Background: an optimization exercise with open tools, aiming at small area. Do not read the settings as production practice. Only simulation tests tie the RTL to the original design; equivalence was not proved.

$ cat config.mk
export PLATFORM = sky130hd
export DESIGN_NAME = filt_fir
export DESIGN_NICKNAME = filt_fir
export VERILOG_FILES = /design/flow/design.v
export SDC_FILE = /design/flow/constraint.sdc
export NUM_CORES = 4
export LEC_CHECK = 0
export CAP_MARGIN = 20
export CORE_MARGIN = 2
export CORE_UTILIZATION = 70
export CTS_BUF_LIST = sky130_fd_sc_hd__clkbuf_4
export SLEW_MARGIN = 20
export SYNTH_HIERARCHICAL = 1
export SYNTH_MINIMUM_KEEP_SIZE = 0
$ cat constraint.sdc
create_clock -name core_clock -period 20.0 [get_ports {i_clk}]
set_input_delay 4.0000 -clock core_clock [delete_from_list [all_inputs] [get_ports {i_clk}]]
set_output_delay 4.0000 -clock core_clock [all_outputs]
set_load 0.01 [all_outputs]
$ cat design.v
module dff #(
  parameter gp_data_width = 8                   
) 
(
  input  wire                     i_rst_an,     
  input  wire                     i_ena,        
  input  wire                     i_clk,        
  input  wire [gp_data_width-1:0] i_data,       
  output wire [gp_data_width-1:0] o_data        
);
  reg [gp_data_width-1:0] r_data;
  always @(posedge i_clk or negedge i_rst_an)
    begin: p_dff
      if (!i_rst_an)
        r_data <= 'd0;
      else if (i_ena)
        r_data <= i_data;  
    end
  assign o_data = r_data;
endmodule
module filt_fir (
  input  wire        i_rst_an,
  input  wire        i_ena,
  input  wire        i_clk,
  input  wire [7:0]  i_data,
  output wire [20:0] o_data
);
  reg  [7:0] s1;
  reg  [7:0] s2;
  reg  [7:0] s3;
  reg  [7:0] s4;
  reg  [7:0] s5;
  reg  [7:0] s6;
  reg  [7:0] s7;
  reg  [7:0] s8;
  reg  [7:0] s9;
  reg  [7:0] s10;
  reg  [7:0] s11;
  reg  [7:0] s12;
  reg  [7:0] s13;
  reg  [7:0] s14;
  reg  [7:0] s15;
  reg  [7:0] s16;
  wire       ena_n = ~i_ena;
  wire [7:0] d1;
  fir_hold u_h1 [7:0] (.e(i_ena), .en(ena_n), .d(i_data), .q(s1), .y(d1));
  wire [7:0] d2;
  fir_hold u_h2 [7:0] (.e(i_ena), .en(ena_n), .d(s1), .q(s2), .y(d2));
  wire [7:0] d3;
  fir_hold u_h3 [7:0] (.e(i_ena), .en(ena_n), .d(s2), .q(s3), .y(d3));
  wire [7:0] d4;
  fir_hold u_h4 [7:0] (.e(i_ena), .en(ena_n), .d(s3), .q(s4), .y(d4));
  wire [7:0] d5;
  fir_hold u_h5 [7:0] (.e(i_ena), .en(ena_n), .d(s4), .q(s5), .y(d5));
  wire [7:0] d6;
  fir_hold u_h6 [7:0] (.e(i_ena), .en(ena_n), .d(s5), .q(s6), .y(d6));
  wire [7:0] d7;
  fir_hold u_h7 [7:0] (.e(i_ena), .en(ena_n), .d(s6), .q(s7), .y(d7));
  wire [7:0] d8;
  fir_hold u_h8 [7:0] (.e(i_ena), .en(ena_n), .d(s7), .q(s8), .y(d8));
  wire [7:0] d9;
  fir_hold u_h9 [7:0] (.e(i_ena), .en(ena_n), .d(s8), .q(s9), .y(d9));
  wire [7:0] d10;
  fir_hold u_h10 [7:0] (.e(i_ena), .en(ena_n), .d(s9), .q(s10), .y(d10));
  wire [7:0] d11;
  fir_hold u_h11 [7:0] (.e(i_ena), .en(ena_n), .d(s10), .q(s11), .y(d11));
  wire [7:0] d12;
  fir_hold u_h12 [7:0] (.e(i_ena), .en(ena_n), .d(s11), .q(s12), .y(d12));
  wire [7:0] d13;
  fir_hold u_h13 [7:0] (.e(i_ena), .en(ena_n), .d(s12), .q(s13), .y(d13));
  wire [7:0] d14;
  fir_hold u_h14 [7:0] (.e(i_ena), .en(ena_n), .d(s13), .q(s14), .y(d14));
  wire [7:0] d15;
  fir_hold u_h15 [7:0] (.e(i_ena), .en(ena_n), .d(s14), .q(s15), .y(d15));
  wire [7:0] d16;
  fir_hold u_h16 [7:0] (.e(i_ena), .en(ena_n), .d(s15), .q(s16), .y(d16));
  always @(posedge i_clk or negedge i_rst_an)
    if (!i_rst_an) begin
      s1 <= 8'd0;
      s2 <= 8'd0;
      s3 <= 8'd0;
      s4 <= 8'd0;
      s5 <= 8'd0;
      s6 <= 8'd0;
      s7 <= 8'd0;
      s8 <= 8'd0;
      s9 <= 8'd0;
      s10 <= 8'd0;
      s11 <= 8'd0;
      s12 <= 8'd0;
      s13 <= 8'd0;
      s14 <= 8'd0;
      s15 <= 8'd0;
      s16 <= 8'd0;
    end else begin
      s1 <= d1;
      s2 <= d2;
      s3 <= d3;
      s4 <= d4;
      s5 <= d5;
      s6 <= d6;
      s7 <= d7;
      s8 <= d8;
      s9 <= d9;
      s10 <= d10;
      s11 <= d11;
      s12 <= d12;
      s13 <= d13;
      s14 <= d14;
      s15 <= d15;
      s16 <= d16;
    end
  wire t_s136, t_c136;
  fir_ha u_136 (s16[0], i_data[0], t_s136, t_c136);
  wire t_s137, t_c137;
  fir_fa u_137 (s16[1], i_data[1], t_c136, t_s137, t_c137);
  wire t_s138, t_c138;
  fir_fa u_138 (s16[2], i_data[2], t_c137, t_s138, t_c138);
  wire t_s139, t_c139;
  fir_fa u_139 (s16[3], i_data[3], t_c138, t_s139, t_c139);
  wire t_s140, t_c140;
  fir_fa u_140 (s16[4], i_data[4], t_c139, t_s140, t_c140);
  wire t_s141, t_c141;
  fir_fa u_141 (s16[5], i_data[5], t_c140, t_s141, t_c141);
  wire t_s142, t_c142;
  fir_fa u_142 (s16[6], i_data[6], t_c141, t_s142, t_c142);
  wire t_n0 = ~s16[7];
  wire t_n1 = ~i_data[7];
  wire t_s143, t_c143;
  fir_fa u_143 (t_n0, t_n1, t_c142, t_s143, t_c143);
  wire t_s144, t_c144;
  fir_ha u_144 (s1[0], s15[0], t_s144, t_c144);
  wire t_s145, t_c145;
  fir_fa u_145 (s1[1], s15[1], t_c144, t_s145, t_c145);
  wire t_s146, t_c146;
  fir_fa u_146 (s15[2], s1[2], t_c145, t_s146, t_c146);
  wire t_s147, t_c147;
  fir_fa u_147 (s1[3], s15[3], t_c146, t_s147, t_c147);
  wire t_s148, t_c148;
  fir_fa u_148 (s1[4], s15[4], t_c147, t_s148, t_c148);
  wire t_s149, t_c149;
  fir_fa u_149 (s15[5], s1[5], t_c148, t_s149, t_c149);
  wire t_s150, t_c150;
  fir_fa u_150 (s15[6], s1[6], t_c149, t_s150, t_c150);
  wire t_n2 = ~t_c150;
  wire t_s151, t_c151;
  fir_fa u_151 (s15[7], s1[7], t_n2, t_s151, t_c151);
  wire t_s152, t_c152;
  fir_ha u_152 (s2[0], s14[0], t_s152, t_c152);
  wire t_s153, t_c153;
  fir_fa u_153 (s14[1], s2[1], t_c152, t_s153, t_c153);
  wire t_s154, t_c154;
  fir_fa u_154 (s14[2], s2[2], t_c153, t_s154, t_c154);
  wire t_s155, t_c155;
  fir_fa u_155 (s2[3], s14[3], t_c154, t_s155, t_c155);
  wire t_s156, t_c156;
  fir_fa u_156 (s14[4], s2[4], t_c155, t_s156, t_c156);
  wire t_s157, t_c157;
  fir_fa u_157 (s2[5], s14[5], t_c156, t_s157, t_c157);
  wire t_s158, t_c158;
  fir_fa u_158 (s2[6], s14[6], t_c157, t_s158, t_c158);
  wire t_n3 = ~t_c158;
  wire t_s159, t_c159;
  fir_fa u_159 (s14[7], s2[7], t_n3, t_s159, t_c159);
  wire t_s160, t_c160;
  fir_ha u_160 (s3[0], s13[0], t_s160, t_c160);
  wire t_s161, t_c161;
  fir_fa u_161 (s13[1], s3[1], t_c160, t_s161, t_c161);
  wire t_s162, t_c162;
  fir_fa u_162 (s13[2], s3[2], t_c161, t_s162, t_c162);
  wire t_s163, t_c163;
  fir_fa u_163 (s13[3], s3[3], t_c162, t_s163, t_c163);
  wire t_s164, t_c164;
  fir_fa u_164 (s3[4], s13[4], t_c163, t_s164, t_c164);
  wire t_s165, t_c165;
  fir_fa u_165 (s3[5], s13[5], t_c164, t_s165, t_c165);
  wire t_s166, t_c166;
  fir_fa u_166 (s13[6], s3[6], t_c165, t_s166, t_c166);
  wire t_n4 = ~t_c166;
  wire t_s167, t_c167;
  fir_fa u_167 (s13[7], s3[7], t_n4, t_s167, t_c167);
  wire t_s168, t_c168;
  fir_ha u_168 (s5[0], s11[0], t_s168, t_c168);
  wire t_s169, t_c169;
  fir_fa u_169 (s11[1], s5[1], t_c168, t_s169, t_c169);
  wire t_s170, t_c170;
  fir_fa u_170 (s5[2], s11[2], t_c169, t_s170, t_c170);
  wire t_s171, t_c171;
  fir_fa u_171 (s11[3], s5[3], t_c170, t_s171, t_c171);
  wire t_s172, t_c172;
  fir_fa u_172 (s5[4], s11[4], t_c171, t_s172, t_c172);
  wire t_s173, t_c173;
  fir_fa u_173 (s11[5], s5[5], t_c172, t_s173, t_c173);
  wire t_s174, t_c174;
  fir_fa u_174 (s5[6], s11[6], t_c173, t_s174, t_c174);
  wire t_n5 = ~s5[7];
  wire t_n6 = ~s11[7];
  wire t_s175, t_c175;
  fir_fa u_175 (t_n5, t_n6, t_c174, t_s175, t_c175);
  wire t_s176, t_c176;
  fir_ha u_176 (s6[0], s10[0], t_s176, t_c176);
  wire t_s177, t_c177;
  fir_fa u_177 (s6[1], s10[1], t_c176, t_s177, t_c177);
  wire t_s178, t_c178;
  fir_fa u_178 (s10[2], s6[2], t_c177, t_s178, t_c178);
  wire t_s179, t_c179;
  fir_fa u_179 (s10[3], s6[3], t_c178, t_s179, t_c179);
  wire t_s180, t_c180;
  fir_fa u_180 (s10[4], s6[4], t_c179, t_s180, t_c180);
  wire t_s181, t_c181;
  fir_fa u_181 (s6[5], s10[5], t_c180, t_s181, t_c181);
  wire t_s182, t_c182;
  fir_fa u_182 (s10[6], s6[6], t_c181, t_s182, t_c182);
  wire t_n7 = ~s10[7];
  wire t_n8 = ~s6[7];
  wire t_s183, t_c183;
  fir_fa u_183 (t_n7, t_n8, t_c182, t_s183, t_c183);
  wire t_s184, t_c184;
  fir_ha u_184 (s7[0], s9[0], t_s184, t_c184);
  wire t_s185, t_c185;
  fir_fa u_185 (s9[1], s7[1], t_c184, t_s185, t_c185);
  wire t_s186, t_c186;
  fir_fa u_186 (s7[2], s9[2], t_c185, t_s186, t_c186);
  wire t_s187, t_c187;
  fir_fa u_187 (s7[3], s9[3], t_c186, t_s187, t_c187);
  wire t_s188, t_c188;
  fir_fa u_188 (s9[4], s7[4], t_c187, t_s188, t_c188);
  wire t_s189, t_c189;
  fir_fa u_189 (s9[5], s7[5], t_c188, t_s189, t_c189);
  wire t_s190, t_c190;
  fir_fa u_190 (s7[6], s9[6], t_c189, t_s190, t_c190);
  wire t_n9 = ~t_c190;
  wire t_s191, t_c191;
  fir_fa u_191 (s7[7], s9[7], t_n9, t_s191, t_c191);
  wire t_s192 = ~t_s144 ^ ~t_s145;
  wire t_c192 = ~t_s144 & ~t_s145;
  wire t_n10 = ~t_s146;
  wire t_s193, t_c193;
  fir_fa u_193 (t_s168, t_c192, t_n10, t_s193, t_c193);
  wire t_n11 = ~t_s147;
  wire t_s194, t_c194;
  fir_fa u_194 (t_s169, t_c193, t_n11, t_s194, t_c194);
  wire t_s195, t_c195;
  fir_fa u_195 (t_s184, t_s170, t_c194, t_s195, t_c195);
  wire t_s196 = ~t_s148 ^ t_s195;
  wire t_c196 = ~t_s148 & t_s195;
  wire t_s197, t_c197;
  fir_fa u_197 (t_s185, t_s171, t_c195, t_s197, t_c197);
  wire t_n12 = ~t_s149;
  wire t_s198, t_c198;
  fir_fa u_198 (t_n12, t_c196, t_s197, t_s198, t_c198);
  wire t_s199, t_c199;
  fir_fa u_199 (t_s186, t_s172, t_c197, t_s199, t_c199);
  wire t_n13 = ~t_s150;
  wire t_s200, t_c200;
  fir_fa u_200 (t_n13, t_s199, t_c198, t_s200, t_c200);
  wire t_s201, t_c201;
  fir_fa u_201 (t_s187, t_s173, t_s151, t_s201, t_c201);
  wire t_s202, t_c202;
  fir_fa u_202 (t_c199, t_s201, t_c200, t_s202, t_c202);
  wire t_s203, t_c203;
  fir_fa u_203 (t_s174, t_c151, t_c201, t_s203, t_c203);
  wire t_n14 = ~t_s188;
  wire t_s204, t_c204;
  fir_fa u_204 (t_n14, t_c202, t_s203, t_s204, t_c204);
  wire t_s205, t_c205;
  fir_fa u_205 (t_n14, t_s189, t_s175, t_s205, t_c205);
  wire t_s206, t_c206;
  fir_fa u_206 (t_s205, t_c203, t_c204, t_s206, t_c206);
  wire t_s207, t_c207;
  fir_fa u_207 (t_s188, t_s190, t_c205, t_s207, t_c207);
  wire t_s208, t_c208;
  fir_fa u_208 (t_c175, t_s207, t_c206, t_s208, t_c208);
  wire t_s209, t_c209;
  fir_fa u_209 (t_s191, t_c207, t_c208, t_s209, t_c209);
  wire t_n15 = ~t_c209;
  wire t_s210, t_c210;
  fir_fa u_210 (t_s191, t_c191, t_n15, t_s210, t_c210);
  wire t_s211, t_c211;
  fir_ha u_211 (t_s160, t_s177, t_s211, t_c211);
  wire t_n16 = ~t_s160;
  wire t_n17 = ~t_s161;
  wire t_s212, t_c212;
  fir_fa u_212 (t_n16, t_n17, t_c211, t_s212, t_c212);
  wire t_s213, t_c213;
  fir_ha u_213 (t_s178, t_s212, t_s213, t_c213);
  wire t_n18 = ~t_s162;
  wire t_s214, t_c214;
  fir_fa u_214 (t_n18, t_c212, t_s179, t_s214, t_c214);
  wire t_s215, t_c215;
  fir_ha u_215 (t_c213, t_s214, t_s215, t_c215);
  wire t_s216, t_c216;
  fir_fa u_216 (t_c214, t_s180, t_c215, t_s216, t_c216);
  wire t_s217 = ~t_s163 ^ t_s216;
  wire t_c217 = ~t_s163 & t_s216;
  wire t_s218, t_c218;
  fir_fa u_218 (t_s181, t_c216, t_c217, t_s218, t_c218);
  wire t_s219 = ~t_s164 ^ t_s218;
  wire t_c219 = ~t_s164 & t_s218;
  wire t_s220, t_c220;
  fir_fa u_220 (t_s182, t_c218, t_c219, t_s220, t_c220);
  wire t_s221 = ~t_s165 ^ t_s220;
  wire t_c221 = ~t_s165 & t_s220;
  wire t_n19 = ~t_s166;
  wire t_s222, t_c222;
  fir_fa u_222 (t_n19, t_s183, t_c220, t_s222, t_c222);
  wire t_s223, t_c223;
  fir_ha u_223 (t_c221, t_s222, t_s223, t_c223);
  wire t_n20 = ~t_c183;
  wire t_s224, t_c224;
  fir_fa u_224 (t_n20, t_s167, t_c222, t_s224, t_c224);
  wire t_s225, t_c225;
  fir_ha u_225 (t_c223, t_s224, t_s225, t_c225);
  wire t_s226, t_c226;
  fir_fa u_226 (t_c167, t_c183, t_c224, t_s226, t_c226);
  wire t_s227, t_c227;
  fir_ha u_227 (t_c225, t_s226, t_s227, t_c227);
  wire t_s228 = ~(t_c226 ^ t_c227);
  wire t_n21 = ~s8[0];
  wire t_s229, t_c229;
  fir_fa u_229 (t_n21, t_s176, t_s152, t_s229, t_c229);
  wire t_n22 = ~t_s144;
  wire t_s230, t_c230;
  fir_fa u_230 (t_n22, t_s229, t_s136, t_s230, t_c230);
  wire t_s231, t_c231;
  fir_fa u_231 (s8[1], t_c229, t_s153, t_s231, t_c231);
  wire t_n23 = ~t_s192;
  wire t_s232, t_c232;
  fir_fa u_232 (t_s211, t_n23, t_s231, t_s232, t_c232);
  wire t_s233, t_c233;
  fir_fa u_233 (t_s232, t_c230, t_s137, t_s233, t_c233);
  wire t_s234, t_c234;
  fir_fa u_234 (s4[0], s8[2], s8[1], t_s234, t_c234);
  wire t_s235, t_c235;
  fir_fa u_235 (s12[0], t_s234, t_s193, t_s235, t_c235);
  wire t_s236, t_c236;
  fir_fa u_236 (t_s154, t_c231, t_c232, t_s236, t_c236);
  wire t_n24 = ~t_s235;
  wire t_s237, t_c237;
  fir_fa u_237 (t_s213, t_n24, t_s236, t_s237, t_c237);
  wire t_s238, t_c238;
  fir_fa u_238 (t_s237, t_s136, t_s138, t_s238, t_c238);
  wire t_s239, t_c239;
  fir_ha u_239 (t_c233, t_s238, t_s239, t_c239);
  wire t_s240, t_c240;
  fir_fa u_240 (s4[1], t_s144, t_s176, t_s240, t_c240);
  wire t_s241, t_c241;
  fir_fa u_241 (s12[1], s8[3], t_c234, t_s241, t_c241);
  wire t_s242, t_c242;
  fir_fa u_242 (t_s240, t_s155, t_c236, t_s242, t_c242);
  wire t_s243, t_c243;
  fir_fa u_243 (t_s241, t_s194, t_c235, t_s243, t_c243);
  wire t_n25 = ~t_s243;
  wire t_s244, t_c244;
  fir_fa u_244 (t_s215, t_n25, t_s242, t_s244, t_c244);
  wire t_s245, t_c245;
  fir_fa u_245 (t_c237, t_s244, t_s137, t_s245, t_c245);
  wire t_s246, t_c246;
  fir_fa u_246 (t_s245, t_s139, t_c238, t_s246, t_c246);
  wire t_s247, t_c247;
  fir_ha u_247 (t_c239, t_s246, t_s247, t_c247);
  wire t_s248, t_c248;
  fir_fa u_248 (s4[1], s12[2], s8[4], t_s248, t_c248);
  wire t_s249, t_c249;
  fir_fa u_249 (t_s152, t_s248, t_c241, t_s249, t_c249);
  wire t_s250, t_c250;
  fir_fa u_250 (s4[2], t_c240, t_s192, t_s250, t_c250);
  wire t_n26 = ~t_s249;
  wire t_s251, t_c251;
  fir_fa u_251 (t_s211, t_n26, t_s250, t_s251, t_c251);
  wire t_s252, t_c252;
  fir_fa u_252 (t_s251, t_s156, t_c242, t_s252, t_c252);
  wire t_n27 = ~t_c243;
  wire t_s253, t_c253;
  fir_fa u_253 (t_n27, t_c244, t_s252, t_s253, t_c253);
  wire t_n28 = ~t_s196;
  wire t_s254, t_c254;
  fir_fa u_254 (t_n28, t_s217, t_s253, t_s254, t_c254);
  wire t_s255, t_c255;
  fir_fa u_255 (t_s254, t_c245, t_s138, t_s255, t_c255);
  wire t_s256, t_c256;
  fir_fa u_256 (t_s255, t_c246, t_s140, t_s256, t_c256);
  wire t_s257, t_c257;
  fir_ha u_257 (t_c247, t_s256, t_s257, t_c257);
  wire t_s258, t_c258;
  fir_fa u_258 (s4[2], s8[5], s12[3], t_s258, t_c258);
  wire t_s259, t_c259;
  fir_fa u_259 (s4[3], t_s258, t_c248, t_s259, t_c259);
  wire t_n29 = ~t_s259;
  wire t_n30 = ~t_c249;
  wire t_s260, t_c260;
  fir_fa u_260 (t_n29, t_n30, t_c250, t_s260, t_c260);
  wire t_s261, t_c261;
  fir_fa u_261 (t_s193, t_s213, t_c251, t_s261, t_c261);
  wire t_s262, t_c262;
  fir_fa u_262 (t_s260, t_s261, t_s157, t_s262, t_c262);
  wire t_s263, t_c263;
  fir_fa u_263 (t_c252, t_s262, t_c253, t_s263, t_c263);
  wire t_s264, t_c264;
  fir_fa u_264 (t_s219, t_s263, t_c254, t_s264, t_c264);
  wire t_n31 = ~t_s153;
  wire t_n32 = ~t_s198;
  wire t_s265, t_c265;
  fir_fa u_265 (t_n31, t_n32, t_s264, t_s265, t_c265);
  wire t_s266, t_c266;
  fir_fa u_266 (t_s265, t_c255, t_s139, t_s266, t_c266);
  wire t_s267, t_c267;
  fir_fa u_267 (t_s266, t_c256, t_s141, t_s267, t_c267);
  wire t_s268, t_c268;
  fir_ha u_268 (t_c257, t_s267, t_s268, t_c268);
  wire t_s269, t_c269;
  fir_fa u_269 (s12[4], s4[4], s8[6], t_s269, t_c269);
  wire t_n33 = ~t_c258;
  wire t_n34 = ~t_s269;
  wire t_s270, t_c270;
  fir_fa u_270 (t_s176, t_n33, t_n34, t_s270, t_c270);
  wire t_n35 = ~t_c259;
  wire t_n36 = ~t_s154;
  wire t_s271, t_c271;
  fir_fa u_271 (t_s270, t_n35, t_n36, t_s271, t_c271);
  wire t_s272, t_c272;
  fir_fa u_272 (t_s271, t_c260, t_s194, t_s272, t_c272);
  wire t_s273, t_c273;
  fir_fa u_273 (t_s215, t_c261, t_s272, t_s273, t_c273);
  wire t_s274, t_c274;
  fir_fa u_274 (t_s273, t_s158, t_c262, t_s274, t_c274);
  wire t_s275, t_c275;
  fir_fa u_275 (t_s274, t_c263, t_c264, t_s275, t_c275);
  wire t_n37 = ~t_s200;
  wire t_s276, t_c276;
  fir_fa u_276 (t_n37, t_s221, t_s275, t_s276, t_c276);
  wire t_s277, t_c277;
  fir_fa u_277 (t_s276, t_s140, t_c266, t_s277, t_c277);
  wire t_s278, t_c278;
  fir_fa u_278 (t_s277, t_s142, t_c267, t_s278, t_c278);
  wire t_s279, t_c279;
  fir_fa u_279 (t_c265, t_c268, t_s278, t_s279, t_c279);
  wire t_s280, t_c280;
  fir_fa u_280 (s8[7], s8[0], s4[5], t_s280, t_c280);
  wire t_s281, t_c281;
  fir_fa u_281 (t_s280, t_s177, t_c270, t_s281, t_c281);
  wire t_s282, t_c282;
  fir_fa u_282 (s12[5], t_c269, t_s155, t_s282, t_c282);
  wire t_s283, t_c283;
  fir_fa u_283 (t_s281, t_c271, t_c272, t_s283, t_c283);
  wire t_s284, t_c284;
  fir_fa u_284 (t_s196, t_c273, t_s283, t_s284, t_c284);
  wire t_s285, t_c285;
  fir_fa u_285 (t_s217, t_c274, t_s284, t_s285, t_c285);
  wire t_s286, t_c286;
  fir_fa u_286 (t_s282, t_s159, t_s202, t_s286, t_c286);
  wire t_n38 = ~t_s286;
  wire t_s287, t_c287;
  fir_fa u_287 (t_s285, t_n38, t_c275, t_s287, t_c287);
  wire t_s288, t_c288;
  fir_fa u_288 (t_s223, t_c276, t_s287, t_s288, t_c288);
  wire t_s289, t_c289;
  fir_fa u_289 (t_s288, t_s141, t_c277, t_s289, t_c289);
  wire t_s290, t_c290;
  fir_fa u_290 (t_s289, t_c278, t_c279, t_s290, t_c290);
  wire t_s291, t_c291;
  fir_ha u_291 (t_s143, t_s290, t_s291, t_c291);
  wire t_s292, t_c292;
  fir_fa u_292 (s8[1], s4[6], t_c280, t_s292, t_c292);
  wire t_s293, t_c293;
  fir_fa u_293 (t_s292, t_s178, t_c281, t_s293, t_c293);
  wire t_s294, t_c294;
  fir_fa u_294 (s12[6], s4[5], t_s156, t_s294, t_c294);
  wire t_n39 = ~t_c282;
  wire t_n40 = ~t_s294;
  wire t_s295, t_c295;
  fir_fa u_295 (t_s293, t_n39, t_n40, t_s295, t_c295);
  wire t_s296, t_c296;
  fir_fa u_296 (t_s295, t_c283, t_c284, t_s296, t_c296);
  wire t_s297, t_c297;
  fir_fa u_297 (t_s198, t_s219, t_s296, t_s297, t_c297);
  wire t_n41 = ~t_c286;
  wire t_s298, t_c298;
  fir_fa u_298 (t_c285, t_s297, t_n41, t_s298, t_c298);
  wire t_s299, t_c299;
  fir_fa u_299 (t_c287, t_s298, t_s225, t_s299, t_c299);
  wire t_n42 = ~t_c159;
  wire t_n43 = ~t_s204;
  wire t_s300, t_c300;
  fir_fa u_300 (t_n42, t_n43, t_c288, t_s300, t_c300);
  wire t_s301, t_c301;
  fir_fa u_301 (t_s299, t_s300, t_s142, t_s301, t_c301);
  wire t_s302, t_c302;
  fir_fa u_302 (t_c289, t_c143, t_s301, t_s302, t_c302);
  wire t_s303, t_c303;
  fir_fa u_303 (t_s302, t_c290, t_c291, t_s303, t_c303);
  wire t_s304, t_c304;
  fir_fa u_304 (s8[2], s4[7], s12[7], t_s304, t_c304);
  wire t_n44 = ~s4[6];
  wire t_s305, t_c305;
  fir_fa u_305 (t_n44, t_s304, t_c292, t_s305, t_c305);
  wire t_s306, t_c306;
  fir_fa u_306 (t_s305, t_s179, t_c293, t_s306, t_c306);
  wire t_n45 = ~t_s157;
  wire t_n46 = ~t_c294;
  wire t_s307, t_c307;
  fir_fa u_307 (t_s306, t_n45, t_n46, t_s307, t_c307);
  wire t_s308, t_c308;
  fir_fa u_308 (t_s307, t_c295, t_s200, t_s308, t_c308);
  wire t_s309, t_c309;
  fir_fa u_309 (t_c296, t_c297, t_s308, t_s309, t_c309);
  wire t_s310, t_c310;
  fir_fa u_310 (t_s221, t_s309, t_c298, t_s310, t_c310);
  wire t_s311, t_c311;
  fir_fa u_311 (t_s310, t_c299, t_s227, t_s311, t_c311);
  wire t_n47 = ~t_s206;
  wire t_s312, t_c312;
  fir_fa u_312 (t_n47, t_c300, t_s311, t_s312, t_c312);
  wire t_s313, t_c313;
  fir_fa u_313 (t_s312, t_c301, t_c302, t_s313, t_c313);
  wire t_s314, t_c314;
  fir_fa u_314 (t_s143, t_s313, t_c303, t_s314, t_c314);
  wire t_s315, t_c315;
  fir_fa u_315 (s8[3], t_c304, t_c305, t_s315, t_c315);
  wire t_s316, t_c316;
  fir_fa u_316 (t_s315, t_s180, t_c306, t_s316, t_c316);
  wire t_n48 = ~t_s158;
  wire t_s317, t_c317;
  fir_fa u_317 (t_s316, t_c307, t_n48, t_s317, t_c317);
  wire t_s318, t_c318;
  fir_fa u_318 (t_s317, t_c308, t_s202, t_s318, t_c318);
  wire t_s319, t_c319;
  fir_fa u_319 (t_c309, t_s318, t_s223, t_s319, t_c319);
  wire t_n49 = ~t_s208;
  wire t_s320, t_c320;
  fir_fa u_320 (t_s319, t_c310, t_n49, t_s320, t_c320);
  wire t_s321, t_c321;
  fir_fa u_321 (t_s320, t_c311, t_c312, t_s321, t_c321);
  wire t_n50 = ~t_s228;
  wire t_s322, t_c322;
  fir_fa u_322 (t_n50, t_c143, t_s321, t_s322, t_c322);
  wire t_s323, t_c323;
  fir_fa u_323 (t_s322, t_c313, t_c314, t_s323, t_c323);
  wire t_s324, t_c324;
  fir_fa u_324 (s8[4], t_c315, t_s181, t_s324, t_c324);
  wire t_s325, t_c325;
  fir_fa u_325 (t_c316, t_s324, t_c317, t_s325, t_c325);
  wire t_s326, t_c326;
  fir_fa u_326 (t_s159, t_s325, t_s204, t_s326, t_c326);
  wire t_s327, t_c327;
  fir_fa u_327 (t_c318, t_s326, t_s225, t_s327, t_c327);
  wire t_s328, t_c328;
  fir_fa u_328 (t_c319, t_s327, t_c320, t_s328, t_c328);
  wire t_s329, t_c329;
  fir_fa u_329 (t_s328, t_c321, t_c322, t_s329, t_c329);
  wire t_n51 = ~t_s209;
  wire t_s330, t_c330;
  fir_fa u_330 (t_n51, t_s329, t_c323, t_s330, t_c330);
  wire t_s331, t_c331;
  fir_fa u_331 (s8[5], t_c324, t_s182, t_s331, t_c331);
  wire t_s332, t_c332;
  fir_fa u_332 (t_c159, t_s331, t_c325, t_s332, t_c332);
  wire t_s333, t_c333;
  fir_fa u_333 (t_s332, t_c326, t_s206, t_s333, t_c333);
  wire t_s334, t_c334;
  fir_fa u_334 (t_s333, t_c327, t_s227, t_s334, t_c334);
  wire t_s335, t_c335;
  fir_fa u_335 (t_s334, t_c328, t_s210, t_s335, t_c335);
  wire t_s336, t_c336;
  fir_fa u_336 (t_s335, t_c329, t_c330, t_s336, t_c336);
  wire t_n52 = ~s8[6];
  wire t_s337, t_c337;
  fir_fa u_337 (t_n52, t_s183, t_c331, t_s337, t_c337);
  wire t_s338, t_c338;
  fir_fa u_338 (t_s337, t_c332, t_s208, t_s338, t_c338);
  wire t_s339, t_c339;
  fir_fa u_339 (t_c333, t_s338, t_c334, t_s339, t_c339);
  wire t_s340, t_c340;
  fir_fa u_340 (t_n50, t_c210, t_s339, t_s340, t_c340);
  wire t_s341, t_c341;
  fir_fa u_341 (t_c335, t_s340, t_c336, t_s341, t_c341);
  wire t_n53 = ~s8[7];
  wire t_s342, t_c342;
  fir_fa u_342 (t_n53, s8[6], t_c183, t_s342, t_c342);
  wire t_s343, t_c343;
  fir_fa u_343 (t_c337, t_s342, t_c338, t_s343, t_c343);
  wire t_s344, t_c344;
  fir_fa u_344 (t_s209, t_s343, t_c339, t_s344, t_c344);
  wire t_s345, t_c345;
  fir_fa u_345 (t_s344, t_c340, t_c341, t_s345, t_c345);
  wire t_n54 = ~t_s210;
  wire t_s346, t_c346;
  fir_fa u_346 (t_c342, t_c343, t_n54, t_s346, t_c346);
  wire t_s347, t_c347;
  fir_fa u_347 (t_s346, t_c344, t_c345, t_s347, t_c347);
  wire t_n55 = ~t_c210;
  wire t_s348, t_c348;
  fir_fa u_348 (t_n55, t_c346, t_c347, t_s348, t_c348);
  wire t_n56 = ~t_c348;
  assign o_data = {t_n56, t_n56, t_n56, t_n56, t_s348, t_s347, t_s345, t_s341, t_s336, t_s330, t_s323, t_s314, t_s303, t_s291, t_s279, t_s268, t_s257, t_s247, t_s239, t_s233, t_s230};
endmodule
module fir_fa (input wire a, input wire b, input wire c, output wire s, output wire co);
  assign s  = a ^ b ^ c;
  assign co = (a & b) | (a & c) | (b & c);
endmodule
module fir_ha (input wire a, input wire b, output wire s, output wire co);
  assign s  = a ^ b;
  assign co = a & b;
endmodule
module fir_hold (input wire e, input wire en, input wire d, input wire q, output wire y);
  assign y = (e & d) | (en & q);
endmodule
$ cat flow/run.sh
#!/bin/bash
# The standard layout (standard.sh: the standard flow's synthesis and ORFS flow, unchanged),
# with two extra ORFS knobs:
#  - port buffers use the smallest buffer cell instead of the default choice;
#  - clock tree synthesis without dummy load cells.
set -euo pipefail
bash standard.sh \
  "BUFFER_PORTS_ARGS=-buffer_cell sky130_fd_sc_hd__buf_1" \
  "CTS_ARGS=-sink_clustering_enable -repair_clock_nets -dont_use_dummy_load -buf_list sky130_fd_sc_hd__clkbuf_4" \
  finish > standard.log 2>&1
$ cat standard.sh
#!/bin/bash
# synth_recipe.tcl (not shown) runs the flow's synth.tcl, then flattens the netlist and writes it again
# the make line also repeats each setting of config.mk as NAME=value (left out here)
make -C /OpenROAD-flow-scripts/flow DESIGN_CONFIG=/design/flow/config.mk WORK_HOME=/design/flow/orfs CLKGATE_MAP_FILE= SYNTH_SCRIPT=/design/flow/synth_recipe.tcl "${@:-finish}"
==> impl_metrics.csv, run 1 <==
group,metric,value,unit
clocking,clock_latency,0.53,ns
synthesis,synth_area,8795,um2
cells_and_area,final_cell_mix,"189 x fa_1, 128 x a22o_1, 128 x dfrtp_1, 61 x inv_1, 29 x buf_1",
setup_path,crit_cells,30,
setup_path,crit_buf_inv,4,
routing,route.detailed.drc,0,
placed_design,place.gp.congestion,0.8317,
floorplan,initial_core_util,72.31,%
clocking,cts-buffers-inserted,17,
setup_path,max_stage_delay,0.55,ns
setup_path,critPathTopFamily,"adder cells",
timing,skew,0.03663,ns
timing,tns,0,ns
setup_path,worstReg2RegStart,"s8[1]$_DFF_PN0_",
synthesis,netlist_instances,552,
worst_hold_path,min_from,"s16[7]$_DFF_PN0_",
routing,routed_wl,17.37,mm
routing,routed_via_density,6.236,
synthesis,synth.top_cell.area_share,43.02,%
clocking,post_cts_resized,0,
worst_hold_path,whs_path_depth,1,
clocking,h-tree-depth,4,
clocking,cts_max_path_buffers,2,
floorplan,chipWidth,116.1,um
outcome,status,"complete, no violations",
clocking,tritoncts,"done",
global_routing,grt_usage,28.90,%
floorplan,num_io_pins,32,
setup_path,end_kind,"output port",
placed_design,port_buffers,31,
floorplan,fp.dieH,116.1,um
timing,timing_hold_violations_final,0,
clocking,cts_sinks,128,
setup_path,slowest_stage,"fa_1",
synthesis,syn_area_per_cell,15.93,um2
setup_path,crit_path_start_kind,"flop",
placed_design,pre_cts_slack,3.679,ns
routing,ant_nets,0,
worst_hold_path,min-delay-path-class,"flop to flop",
timing,slew_viol_final,0,
global_routing,grt_pass1_wl,28.01,mm
cells_and_area,drive_gt1_share,3.952,%
floorplan,dieArea,13480,um2
timing,setup_viol,0,
routing,wire_per_inst,23.12,um
synthesis,syn-num-nets,775,
synthesis,seq_area_frac_synth,36.42,%
setup_path,cpMostUsedCell,"fa_1",
cells_and_area,area_growth,3.799,%
clocking,clockRootBuffer,"clkbuf_4",
timing,max_slew_margin,42.55,%
timing,min_period_over_period,81.65,%
setup_path,critPathArrivalTime,12.33,ns
global_routing,grt_pass1_vias,5245,
synthesis,synth_area_leader_cell,"fa_1",
timing,rsz0062_at_grt,"no",
synthesis,ys_ff_latch,128,
cells_and_area,final_util,75.06,%
synthesis,ys_top_cells_by_area,"fa_1 43%, dfrtp_1 36%, a22o_1 13%, ha_1 3.3%, inv_1 2.6%",
global_routing,antenna_found_initial,1,
floorplan,fp-row-count,40,
global_routing,gr-total-overflow,0,
timing,fmax,61.24,MHz
synthesis,yosysWarnings,7,
clocking,postCtsSetupRepairBufs,0,
floorplan,coreArea,12160,um2
cells_and_area,fin_nets,807,
routing,drtIter0Drc,355,
routing,dr.pass1.iters,4,
setup_path,worstSetupStartpoint,"s15[0]$_DFF_PN0_",
flow_run,maxCapViolCount,0,
setup_path,ff2ff_path_depth,1,
placed_design,hpwl,13.45,mm
clocking,hold_buffers,0,
routing,vias,4683,
cells_and_area,final_common_cell,"fa_1",
setup_path,crit_type,"flop to output port",
timing,worstMarginPinSlew,0.8607,ns
setup_path,cp.required,16.00,ns
timing,fin_crit,16.33,ns
clocking,clk_pin_slew,0.10,ns
cells_and_area,fill_cells,774,
setup_path,crit_path_max_fanout,4,
global_routing,grt_max_degree,84,
timing,fin_ws,3.670,ns
synthesis,ys_types,7,
[path summary, 6_finish.rpt]
check / slack, ns / endpoint
worst max-delay path: 3.67 / o_data[19]
worst min-delay path: 0.51 / s16[7]$_DFF_PN0_
worst max register to register: 19.08 / s9[1]$_DFF_PN0_
worst min register to register: 0.51 / s16[7]$_DFF_PN0_
max in group asynchronous: 15.34 / s2[5]$_DFF_PN0_
min in group asynchronous: 3.49 / s1[7]$_DFF_PN0_
[modules after synthesis (local to each module, per instance)]
module	cell area (um2)	copies in the design
filt_fir	3665	1
fir_fa	20.02	189
fir_ha	12.51	18
fir_hold	8.758	128
[layout make-up]
type,instances,area [um2],area share (%)
repair buffers,34,150.1,1.645
clock buffers,17,127.6,1.398
flip-flops and latches,128,3203,35.09
inverters,62,234.0,2.563
multi-input cells,341,5201,56.98
diodes,1,2.502,0.02741
well taps,168,210.2,2.303
[stage by stage]
stage	cell area (um2)	std cells	hold slack (ns)
2_1_floorplan	8795	552	0.4629
5_1_grt	9129	751	0.5484
3_3_place_gp	8995	733	0.4836
4_1_cts	9123	750	0.5128
6_report	9129	751	0.5113
3_5_place_dp	8995	733	0.4852
[cells in the mapped netlist]
| master | instances |
|---|---|
| fa_1 | 189 |
| ha_1 | 23 |
| inv_1 | 62 |
| dfrtp_1 | 128 |
| a22o_1 | 128 |
| buf_4 | 21 |
| xor2_1 | 1 |
[logic make-up (layout without fill, tap and decap cells)]
kind of cell	count (synthesis)	count (layout)	synth area share, %
XOR/XNOR	1	1	0.09961
flip-flops	128	128	36.42
adder cells (fa/ha/maj)	212	212	46.29
other	0	1	0
buffers and inverters	83	113	4.439
AO/OA/AOI/OAI	128	128	12.75
[routing by layer]
metal | vias up | wire length [um] | track usage [%]
met5 | - | 0 | 0
met4 | 0 | 246 | 7.222
met2 | 120 | 8429 | 43.27
li1 | 1935 | - | -
met3 | 18 | 741 | 6.020
met1 | 2610 | 7948 | 45.28
==> inputs of run 2 (changes only) <==
--- a/flow/run.sh
+++ b/flow/run.sh
@@ -6,5 +6,5 @@
 set -euo pipefail
 bash standard.sh \
   "BUFFER_PORTS_ARGS=-buffer_cell sky130_fd_sc_hd__buf_1" \
-  "CTS_ARGS=-sink_clustering_enable -repair_clock_nets -dont_use_dummy_load -buf_list sky130_fd_sc_hd__clkbuf_4" \
+  "CTS_ARGS=-sink_clustering_enable -repair_clock_nets -dont_use_dummy_load -buf_list sky130_fd_sc_hd__clkbuf_8 -sink_clustering_size 30 -sink_clustering_max_diameter 100" \
   finish > standard.log 2>&1
==> run 2 against run 1 <==
Compared with the run above: clock-buffer cell count unchanged; critical path type is now primary input to output port; global-route usage about the same; still clean; sequential share of layout area is 0.39 points lower; fmax up 0.21%; synthesized cell count unchanged.
==> impl_metrics.csv, run 2 <==
group,metric,value,unit
outcome,status,"complete, no violations",
cells_and_area,final_common_cell,"fa_1",
setup_path,worstReg2RegStart,"s8[1]$_DFF_PN0_",
global_routing,use_met1,44.53,%
synthesis,ys_top_cells_by_area,"fa_1 43%, dfrtp_1 36%, a22o_1 13%, ha_1 3.3%, inv_1 2.6%",
setup_path,crit_path_cell_trace,"buf_1, ha_1, fa_1, fa_1, fa_1, fa_1, fa_1, fa_1, fa_1, fa_1, fa_1, ha_1, fa_1, fa_1, fa_1, fa_1, fa_1, fa_1, fa_1, fa_1, fa_1, inv_1, buf_1",
timing,skew,0.02251,ns
worst_hold_path,min_to,"s16[7]$_DFF_PN0_",
setup_path,cpMostUsedCell,"fa_1",
clocking,h-tree-depth,4,
setup_path,crit_path_max_fanout,4,
placed_design,hpwl,13.45,mm
timing,fin_crit,16.30,ns
clocking,cts_sinks,128,
routing,wire_per_inst,23.06,um
cells_and_area,stdcell_area,9233,um2
setup_path,crit_type,"primary input to output port",
placed_design,port_buffers,31,
setup_path,rrSetupSlack,19.08,ns
routing,dr.pass1.iters,5,
clocking,hold_buffers,0,
clocking,clk_pin_slew,0.06,ns
setup_path,slowest_stage,"fa_1",
global_routing,grt_pass1_vias,5272,
timing,worstMarginPinSlew,0.8667,ns
placed_design,placed_cells,733,
floorplan,num_io_pins,32,
cells_and_area,fill_cells,761,
routing,drtIter0Drc,290,
synthesis,netlist_instances,552,
synthesis,syn_area_per_cell,15.93,um2
worst_hold_path,whs_path_depth,1,
setup_path,crit_path_start_kind,"primary input",
placed_design,place_area,8995,um2
placed_design,pre_cts_slack,3.679,ns
setup_path,crit_buf_inv,3,
timing,slew_viol_final,0,
clocking,clock_latency,0.43,ns
floorplan,coreArea,12160,um2
timing,rsz0062_at_grt,"no",
synthesis,synthArstFlopShare,100.0,%
floorplan,fp.dieH,116.1,um
routing,route.detailed.drc,0,
synthesis,yosys.cell_count.top_type,"fa_1",
routing,routed_wl,17.29,mm
routing,routed_via_density,6.201,
timing,setup_viol,0,
synthesis,seq_area_frac_synth,36.42,%
cells_and_area,final_cell_mix,"189 x fa_1, 128 x a22o_1, 128 x dfrtp_1, 61 x inv_1, 29 x buf_1",
flow_run,maxCapViolCount,0,
setup_path,end_kind,"output port",
floorplan,initial_core_util,72.31,%
timing,fmax,61.37,MHz
synthesis,synth_commonest_cells,"189 x fa_1, 128 x a22o_1, 128 x dfrtp_1",
global_routing,grt_pass1_wl,27.98,mm
setup_path,critPathArrivalTime,12.30,ns
clocking,cts_max_path_buffers,2,
synthesis,ys_types,7,
synthesis,synth_area,8795,um2
timing,max_slew_margin,42.22,%
worst_hold_path,min-delay-path-class,"flop to flop",
floorplan,chipWidth,116.1,um
cells_and_area,drive_gt1_share,3.952,%
timing,fin_ws,3.704,ns
setup_path,critPathTopFamily,"adder cells",
setup_path,timing.rr.end,"s9[1]$_DFF_PN0_",
synthesis,yosysWarnings,7,
synthesis,synth_edf_count,0,
global_routing,use_met3,6.694,%
routing,ant_nets,0,
global_routing,grt_usage,28.87,%
global_routing,gr-total-overflow,0,
clocking,clockRootBuffer,"clkbuf_8",
global_routing,grt.busiest_layer,"met1",
floorplan,fp-row-count,40,
clocking,post_cts_resized,0,
cells_and_area,multiInputGateArea,5201,um2
setup_path,ff2ff_path_depth,1,
cells_and_area,instances_no_fill,750,
setup_path,cp.required,16.00,ns
cells_and_area,diodes,0,
global_routing,grtUsageMet2,43.00,%
floorplan,dieArea,13480,um2
routing,vias,4651,
synthesis,synth_flop_cell,"dfrtp_1",
cells_and_area,regArea,3203,um2
synthesis,ys_ff_latch,128,
synthesis,synth_area_leader_cell,"fa_1",
clocking,postCtsSetupRepairBufs,0,
global_routing,grt_max_degree,84,
timing,tns,0,ns
cells_and_area,area_growth,4.979,%
setup_path,max_stage_delay,0.50,ns
placed_design,place.gp.congestion,0.8317,
worst_hold_path,min_from,"s16[7]$_DFF_PN0_",
timing,timing_hold_violations_final,0,
global_routing,antenna_found_initial,0,
synthesis,synth.top_cell.area_share,43.02,%
synthesis,syn-num-nets,775,
timing,min_period_over_period,81.48,%
clocking,tritoncts,"done",
cells_and_area,fin_nets,807,
clocking,cts-buffers-inserted,17,
run 2: cell counts after synthesis:
No cell type changed its count.
run 2: worst max-delay path by stage:
stage | from | endpoint | slack, ns | depth (start not counted)
6_report | i_data[0] | o_data[19] | 3.70 | 23
3_3_place_gp | i_data[0] | o_data[16] | 3.88 | 22
2_1_floorplan | i_data[0] | o_data[16] | 4.26 | 21
5_1_grt | s1[0]$_DFF_PN0_ | o_data[19] | 3.46 | 30
4_1_cts | i_data[0] | o_data[19] | 3.65 | 23
3_5_place_dp | i_data[0] | o_data[19] | 3.68 | 23
run 2: cell type report:
type / instances / area share, %
Sequential cell: 128 / 34.69
Clock buffer: 17 / 2.534
Inverter: 62 / 2.534
Tap cell: 168 / 2.277
Timing Repair Buffer: 34 / 1.626
Multi-Input combinational cell: 341 / 56.34
run 2: logic make-up (layout without fill, tap and decap cells):
group	Yosys count	count (layout)	share of synthesized area (%)
buf+inv	83	113	4.439
flops	128	128	36.42
xor+xnor	1	1	0.09961
compound gates	128	128	12.75
fa+ha+maj	212	212	46.29
run 2: layer usage:
metal | vias to the layer above | share of wire (%)
met2 | 108 | 48
met1 | 2589 | 46
met4 | 0 | 2.0
met5 | - | 0
li1 | 1931 | -
met3 | 23 | 4.0
run 2: metrics by stage:
step	hold WS, ns	utilization (%)
detailed placement	0.4852	73.96
global placement	0.4836	73.96
floorplan	0.4629	-
global route	0.5374	75.92
finish	0.5068	75.92
CTS	0.5040	75.88
run 2: modules after synthesis, one instance, submodules excluded:
module    times used  cells
filt_fir           1    217
fir_fa           189      1
fir_ha            18      1
fir_hold         128      1
==> inputs of run 3 (changes only) <==
--- a/flow/run.sh
+++ b/flow/run.sh
@@ -6,5 +6,5 @@
 set -euo pipefail
 bash standard.sh \
   "BUFFER_PORTS_ARGS=-buffer_cell sky130_fd_sc_hd__buf_1" \
-  "CTS_ARGS=-sink_clustering_enable -repair_clock_nets -dont_use_dummy_load -buf_list sky130_fd_sc_hd__clkbuf_8 -sink_clustering_size 30 -sink_clustering_max_diameter 100" \
+  "CTS_ARGS=-sink_clustering_enable -repair_clock_nets -dont_use_dummy_load -buf_list sky130_fd_sc_hd__clkbuf_16 -sink_clustering_size 64 -sink_clustering_max_diameter 200" \
   finish > standard.log 2>&1
==> run 3 against run 2 <==
Compared with the run above: critical endpoint unchanged; first-iteration DRC count increased by 9.7%; final area increased by 2.3%; flip-flop and latch count did not move.
==> impl_metrics.csv, run 3 <==
group,metric,value,unit
outcome,status,"complete, no violations",
cells_and_area,final_cell_mix,"189 x fa_1, 128 x a22o_1, 128 x dfrtp_1, 61 x inv_1, 29 x buf_1",
routing,ant_nets,0,
clocking,clk_pin_slew,0.05,ns
timing,rsz0062_at_grt,"no",
cells_and_area,multiInputGateArea,5201,um2
synthesis,synth_area,8795,um2
setup_path,critPathArrivalTime,12.28,ns
synthesis,syn-num-nets,775,
timing,fmax,61.42,MHz
cells_and_area,drive_gt1_share,4.117,%
floorplan,chipWidth,116.1,um
floorplan,coreArea,12160,um2
cells_and_area,area_growth,7.426,%
clocking,clock_latency,0.42,ns
setup_path,end_kind,"output port",
clocking,h-tree-depth,4,
synthesis,synth.top_cell.area_share,43.02,%
setup_path,crit_path_start_kind,"primary input",
setup_path,cp-endpoint,"o_data[19]",
floorplan,initial_core_util,72.31,%
global_routing,grt_pass1_vias,5309,
timing,fin_ws,3.718,ns
clocking,postCtsSetupRepairBufs,0,
timing,setup_viol,0,
setup_path,ff2ff_path_depth,1,
cells_and_area,fin_nets,808,
synthesis,yosys.cell_count.top_type,"fa_1",
synthesis,ys_types,7,
clocking,cts_max_path_buffers,2,
timing,tns,0,ns
synthesis,synth_flop_cell,"dfrtp_1",
timing,min_period_over_period,81.41,%
placed_design,hpwl,13.45,mm
floorplan,num_io_pins,32,
routing,wl_met2,8.852,mm
global_routing,grt_usage,29.98,%
worst_hold_path,min-delay-path-class,"flop to flop",
synthesis,yosysWarnings,7,
synthesis,synthArstFlopShare,100.0,%
floorplan,dieArea,13480,um2
setup_path,worstReg2RegStart,"s8[1]$_DFF_PN0_",
clocking,tritoncts,"done",
clocking,post_cts_resized,0,
routing,dr.pass1.iters,5,
setup_path,crit_path_max_fanout,4,
routing,routed_via_density,6.208,
timing,max_slew_margin,43.17,%
routing,wire_per_inst,23.78,um
synthesis,ys_ff_latch,128,
timing,worstMarginPinSlew,0.8525,ns
global_routing,grt_max_degree,84,
timing,fin_crit,16.28,ns
global_routing,gr-total-overflow,0,
timing,skew,0.01690,ns
cells_and_area,fill_cells,734,
setup_path,worstSetupStartpoint,"i_data[0]",
synthesis,ys_top_cells_by_area,"fa_1 43%, dfrtp_1 36%, a22o_1 13%, ha_1 3.3%, inv_1 2.6%",
flow_run,maxCapViolCount,0,
routing,vias,4662,
setup_path,rrSetupSlack,19.06,ns
clocking,clockRootBuffer,"clkbuf_16",
synthesis,synth_edf_count,0,
global_routing,grt_pass1_wl,28.72,mm
routing,routed_wl,17.86,mm
cells_and_area,final_common_cell,"fa_1",
routing,wl_met3,741,um
timing,slew_viol_final,0,
routing,drt-met1-wl,7.892,mm
synthesis,synth_area_leader_cell,"fa_1",
floorplan,fp-row-count,40,
placed_design,place.gp.congestion,0.8317,
clocking,cts_sinks,128,
setup_path,timing.rr.end,"s9[1]$_DFF_PN0_",
routing,drtIter0Drc,318,
clocking,cts-buffers-inserted,17,
floorplan,fp.dieH,116.1,um
placed_design,pre_cts_slack,3.679,ns
setup_path,cp.required,16.00,ns
synthesis,syn_area_per_cell,15.93,um2
timing,timing_hold_violations_final,0,
placed_design,port_buffers,31,
synthesis,synth_commonest_cells,"189 x fa_1, 128 x a22o_1, 128 x dfrtp_1",
routing,highest_layer,"met4",
placed_design,place_area,8995,um2
setup_path,crit_type,"primary input to output port",
cells_and_area,stdcell_area,9448,um2
global_routing,antenna_found_initial,0,
cells_and_area,regArea,3203,um2
routing,route.detailed.drc,0,
synthesis,netlist_instances,552,
clocking,hold_buffers,0,
cells_and_area,diodes,0,
synthesis,seq_area_frac_synth,36.42,%
==> run 3: cell type report <==
type,instances,area share (%)
inverters,62,2.476
repair buffers,35,1.841
well taps,168,2.225
multi-input cells,341,55.05
flip-flops and latches,128,33.90
clock buffers,17,4.503
==> run 3: per-layer routing <==
metal | GRT usage [%] | vias to the layer above
met3 | 6.798 | 28
met1 | 44.84 | 2569
met2 | 46.04 | 130
met4 | 8.651 | 0
met5 | 0 | -
li1 | - | 1935
==> run 3: worst min path at each step <==
| stage | cells after the start | startpoint | to |
|---|---|---|---|
| 3_5_place_dp | 1 | s16[7]$_DFF_PN0_ | s16[7]$_DFF_PN0_ |
| 5_1_grt | 1 | s16[7]$_DFF_PN0_ | s16[7]$_DFF_PN0_ |
| 3_3_place_gp | 1 | s16[7]$_DFF_PN0_ | s16[7]$_DFF_PN0_ |
| 4_1_cts | 1 | s16[7]$_DFF_PN0_ | s16[7]$_DFF_PN0_ |
| 2_1_floorplan | 1 | s16[7]$_DFF_PN0_ | s16[7]$_DFF_PN0_ |
| 6_report | 1 | s16[7]$_DFF_PN0_ | s16[7]$_DFF_PN0_ |
==> run 3: critical path: stages <==
cell and delay, ns:
buf_1 0.10, ha_1 0.19, fa_1 0.42, fa_1 0.42
fa_1 0.50, fa_1 0.44, fa_1 0.44, fa_1 0.43
fa_1 0.45, fa_1 0.38, fa_1 0.44, ha_1 0.21
fa_1 0.37, fa_1 0.40, fa_1 0.41, fa_1 0.40
fa_1 0.40, fa_1 0.39, fa_1 0.41, fa_1 0.41
fa_1 0.37, inv_1 0.11, buf_1 0.17
==> run 3: logic make-up (layout without fill, tap and decap cells) <==
family	after synthesis	in the layout	synth area share (%)
AOI/OAI and AO/OA	128	128	12.75
xor gates and xnor gates	1	1	0.09961
buffers and inverters	83	114	4.439
adders and majority gates	212	212	46.29
DFF	128	128	36.42
==> run 3: per-module statistics from Yosys, one instance, submodules excluded <==
module | flops+latches | area, um2 | copies in the design
filt_fir | 128 | 3665 | 1
fir_fa | 0 | 20.02 | 189
fir_hold | 0 | 8.758 | 128
fir_ha | 0 | 12.51 | 18
==> run 3: per-stage QoR <==
stage | hold slack, ns | util, % | instances
2_1_floorplan | 0.4629 | - | 552
3_3_place_gp | 0.4836 | 73.96 | 733
3_5_place_dp | 0.4852 | 73.96 | 733
4_1_cts | 0.5006 | 77.46 | 750
5_1_grt | 0.5320 | 77.69 | 751
6_report | 0.4981 | 77.69 | 751
==> inputs of run 4 (changes only) <==
==> run.sh (new file) <==
#!/bin/bash
# synth_recipe.tcl (not shown) runs the flow's synth.tcl, then flattens the netlist and writes it again
# the make line also repeats each setting of config.mk as NAME=value (left out here)
make -C /OpenROAD-flow-scripts/flow DESIGN_CONFIG=/design/flow/config.mk WORK_HOME=/design/flow/orfs CLKGATE_MAP_FILE= SYNTH_SCRIPT=/design/flow/synth_recipe.tcl finish
removed: flow/run.sh
removed: standard.sh
==> run 4 against run 3 <==
Compared with the run above: still clean on timing, DRC and antenna; fmax decreased by 4.2%; synthesized cell count unchanged; via count increased by 2.3%; first-iteration DRC count increased by 7.9%; utilization increased by 0.062 points; synthesized area unchanged.
==> impl_metrics.csv, run 4 <==
group,metric,value,unit
setup_path,end_kind,"output port",
synthesis,netlist_instances,552,
setup_path,worstReg2RegStart,"s8[1]$_DFF_PN0_",
setup_path,cpMostUsedCell,"fa_1",
worst_hold_path,min-delay-path-class,"flop to flop",
setup_path,cp-endpoint,"o_data[18]",
floorplan,fp-row-count,40,
timing,rsz0062_at_grt,"no",
routing,routed_via_density,6.256,
floorplan,num_io_pins,32,
setup_path,crit_path_start_kind,"primary input",
clocking,post_cts_resized,0,
global_routing,grt_max_degree,84,
setup_path,rrSetupSlack,19.10,ns
clocking,cts-buffers-inserted,17,
global_routing,gr-total-overflow,0,
setup_path,critPathTopFamily,"adder cells",
placed_design,placed_cells,733,
timing,slew_viol_final,0,
routing,routed_wl,17.27,mm
clocking,clockRootBuffer,"clkbuf_4",
synthesis,synth.top_cell.area_share,43.02,%
synthesis,synth_commonest_cells,"189 x fa_1, 128 x a22o_1, 128 x dfrtp_1",
global_routing,grt_pass1_wl,28.68,mm
timing,fin_ws,2.999,ns
global_routing,grt_usage,29.62,%
setup_path,max_stage_delay,0.56,ns
floorplan,dieArea,13480,um2
timing,timing_hold_violations_final,0,
clocking,postCtsSetupRepairBufs,0,
timing,max_slew_margin,38.32,%
timing,fmax,58.82,MHz
floorplan,chipWidth,116.1,um
cells_and_area,drive_gt1_share,5.892,%
outcome,status,"complete, no violations",
synthesis,ys_top_cells_by_area,"fa_1 43%, dfrtp_1 36%, a22o_1 13%, ha_1 3.3%, inv_1 2.6%",
setup_path,crit_path_max_fanout,4,
timing,setup_viol,0,
setup_path,crit_path_cell_trace,"clkdlybuf4s50_1, ha_1, fa_1, fa_1, fa_1, fa_1, fa_1, fa_1, fa_1, fa_1, fa_1, ha_1, fa_1, fa_1, fa_1, fa_1, fa_1, fa_1, fa_1, fa_1, fa_1, inv_1, clkdlybuf4s50_1",
placed_design,hpwl,13.46,mm
routing,route.detailed.drc,0,
clocking,hold_buffers,0,
clocking,tritoncts,"done",
routing,ant_nets,0,
synthesis,synth_area_leader_cell,"fa_1",
setup_path,cp.required,16.00,ns
timing,fin_hold_ws,0.5170,ns
cells_and_area,area_growth,7.512,%
setup_path,slowest_stage,"clkdlybuf4s50_1",
synthesis,yosysWarnings,7,
synthesis,ys_types,7,
synthesis,ys_ff_latch,128,
synthesis,synthArstFlopShare,100.0,%
placed_design,place.gp.congestion,0.8644,
setup_path,crit_cells,23,
floorplan,fp.dieH,116.1,um
cells_and_area,fill_cells,746,
synthesis,seq_area_frac_synth,36.42,%
timing,min_period_over_period,85.00,%
setup_path,critPathArrivalTime,13.00,ns
flow_run,maxCapViolCount,0,
synthesis,synth_edf_count,0,
clocking,clock_latency,0.56,ns
clocking,h-tree-depth,4,
routing,wire_per_inst,22.67,um
setup_path,ff2ff_path_depth,1,
cells_and_area,diodes,0,
floorplan,coreArea,12160,um2
timing,tns,0,ns
clocking,cts_max_path_buffers,2,
setup_path,crit_type,"primary input to output port",
cells_and_area,final_common_cell,"fa_1",
clocking,clk_pin_slew,0.10,ns
placed_design,pre_cts_slack,2.952,ns
clocking,cts_sinks,128,
cells_and_area,instances_no_fill,762,
placed_design,port_buffers,31,
global_routing,grt_pass1_vias,5353,
setup_path,timing.rr.end,"s9[1]$_DFF_PN0_",
timing,worstMarginPinSlew,0.9252,ns
setup_path,worstSetupStartpoint,"i_data[0]",
routing,drtIter0Drc,343,
floorplan,initial_core_util,72.31,%
cells_and_area,fin_nets,807,
cells_and_area,final_cell_mix,"189 x fa_1, 128 x a22o_1, 128 x dfrtp_1, 61 x inv_1, 29 x clkdlybuf4s50_1",
routing,vias,4767,
synthesis,syn-num-nets,775,
timing,fin_crit,17.00,ns
setup_path,crit_buf_inv,3,
synthesis,syn_area_per_cell,15.93,um2
global_routing,antenna_found_initial,0,
synthesis,yosys.cell_count.top_type,"fa_1",
synthesis,synth_area,8795,um2
synthesis,synth_flop_cell,"dfrtp_1",
timing,skew,0.01723,ns
routing,dr.pass1.iters,4,
-- run 4: cell counts after synthesis --
No cell type changed its count.
-- run 4: cell families (layout without fill, tap and decap cells) --
group,count (synthesis),in the layout,synth area share [%]
fa+ha+maj,212,212,46.29
buf+inv,83,125,4.439
compound gates,128,128,12.75
xor+xnor,1,1,0.09961
flops,128,128,36.42
-- run 4: how the worst min path moves through the flow --
stage,start,to,slack [ns],cells after the start
after detailed placement,s16[7]$_DFF_PN0_,s16[7]$_DFF_PN0_,0.49,1
after floorplan,s16[7]$_DFF_PN0_,s16[7]$_DFF_PN0_,0.46,1
after global routing,s16[7]$_DFF_PN0_,s16[7]$_DFF_PN0_,0.53,1
after CTS,s16[7]$_DFF_PN0_,s16[7]$_DFF_PN0_,0.51,1
final,s16[7]$_DFF_PN0_,s16[7]$_DFF_PN0_,0.52,1
after global placement,s16[7]$_DFF_PN0_,s16[7]$_DFF_PN0_,0.48,1
-- run 4: modules after synthesis, one instance, submodules excluded --
module	flops+latches	cells	cell area (um2)
fir_ha	0	1	12.51
fir_fa	0	1	20.02
fir_hold	0	1	8.758
filt_fir	128	217	3665
-- run 4: area by class of cell --
| cell class | instances | area [um2] | share of cell area [%] |
|---|---|---|---|
| clock buffer | 18 | 135.1 | 1.429 |
| clock inverter | 11 | 143.9 | 1.522 |
| inverter | 62 | 234.0 | 2.475 |
| multi-input combinational | 341 | 5201 | 55.01 |
| sequential | 128 | 3203 | 33.88 |
| tap | 168 | 210.2 | 2.223 |
| timing repair buffer | 34 | 327.8 | 3.467 |
-- run 4: stage by stage --
step           util [%]  area, um2
2_1_floorplan         -       8795
3_3_place_gp      75.45       9176
3_5_place_dp      75.45       9176
4_1_cts           77.75       9455
5_1_grt           77.75       9455
6_report          77.75       9455
-- run 4: routing by layer --
metal | GRT usage [%] | wire, um
met1 | 44.86 | 7349
met3 | 7.369 | 1142
met5 | 0 | 0
met4 | 9.048 | 366
met2 | 44.29 | 8412

re-timing with driven ports:
The flow's constraints put no driver on any port. The routed layouts listed below were extracted and timed again, unchanged, in two steps.
Step 1, drivers: a clkbuf_16 drives i_clk and a buf_2 each remaining input, both assumed.
Step 2 also shifts input and output timing later by t, the mid clock arrival at the registers, as if the neighbouring blocks saw the same clock.
Slacks: no drivers / after step 1 / after step 2; pairs: no drivers / after step 1.
| run | shift t [ns] | setup WS [ns] | worst setup path after step 2 | worst register clock-pin slew, ns | worst slew at a driven data input, ns |
|---|---|---|---|---|---|
| run 1 | 0.555 | 3.670 / 3.628 / 3.664 | input to output | 0.11 / 0.11 | 0.04 |
| run 2 | 0.459 | 3.704 / 3.681 / 3.681 | input to output | 0.07 / 0.07 | 0.04 |
| run 3 | 0.454 | 3.718 / 3.694 / 3.694 | input to output | 0.05 / 0.05 | 0.03 |
| run 4 | 0.584 | 2.999 / 2.975 / 2.975 | input to output | 0.12 / 0.12 | 0.04 |
After both steps setup and hold are still met in every run listed.
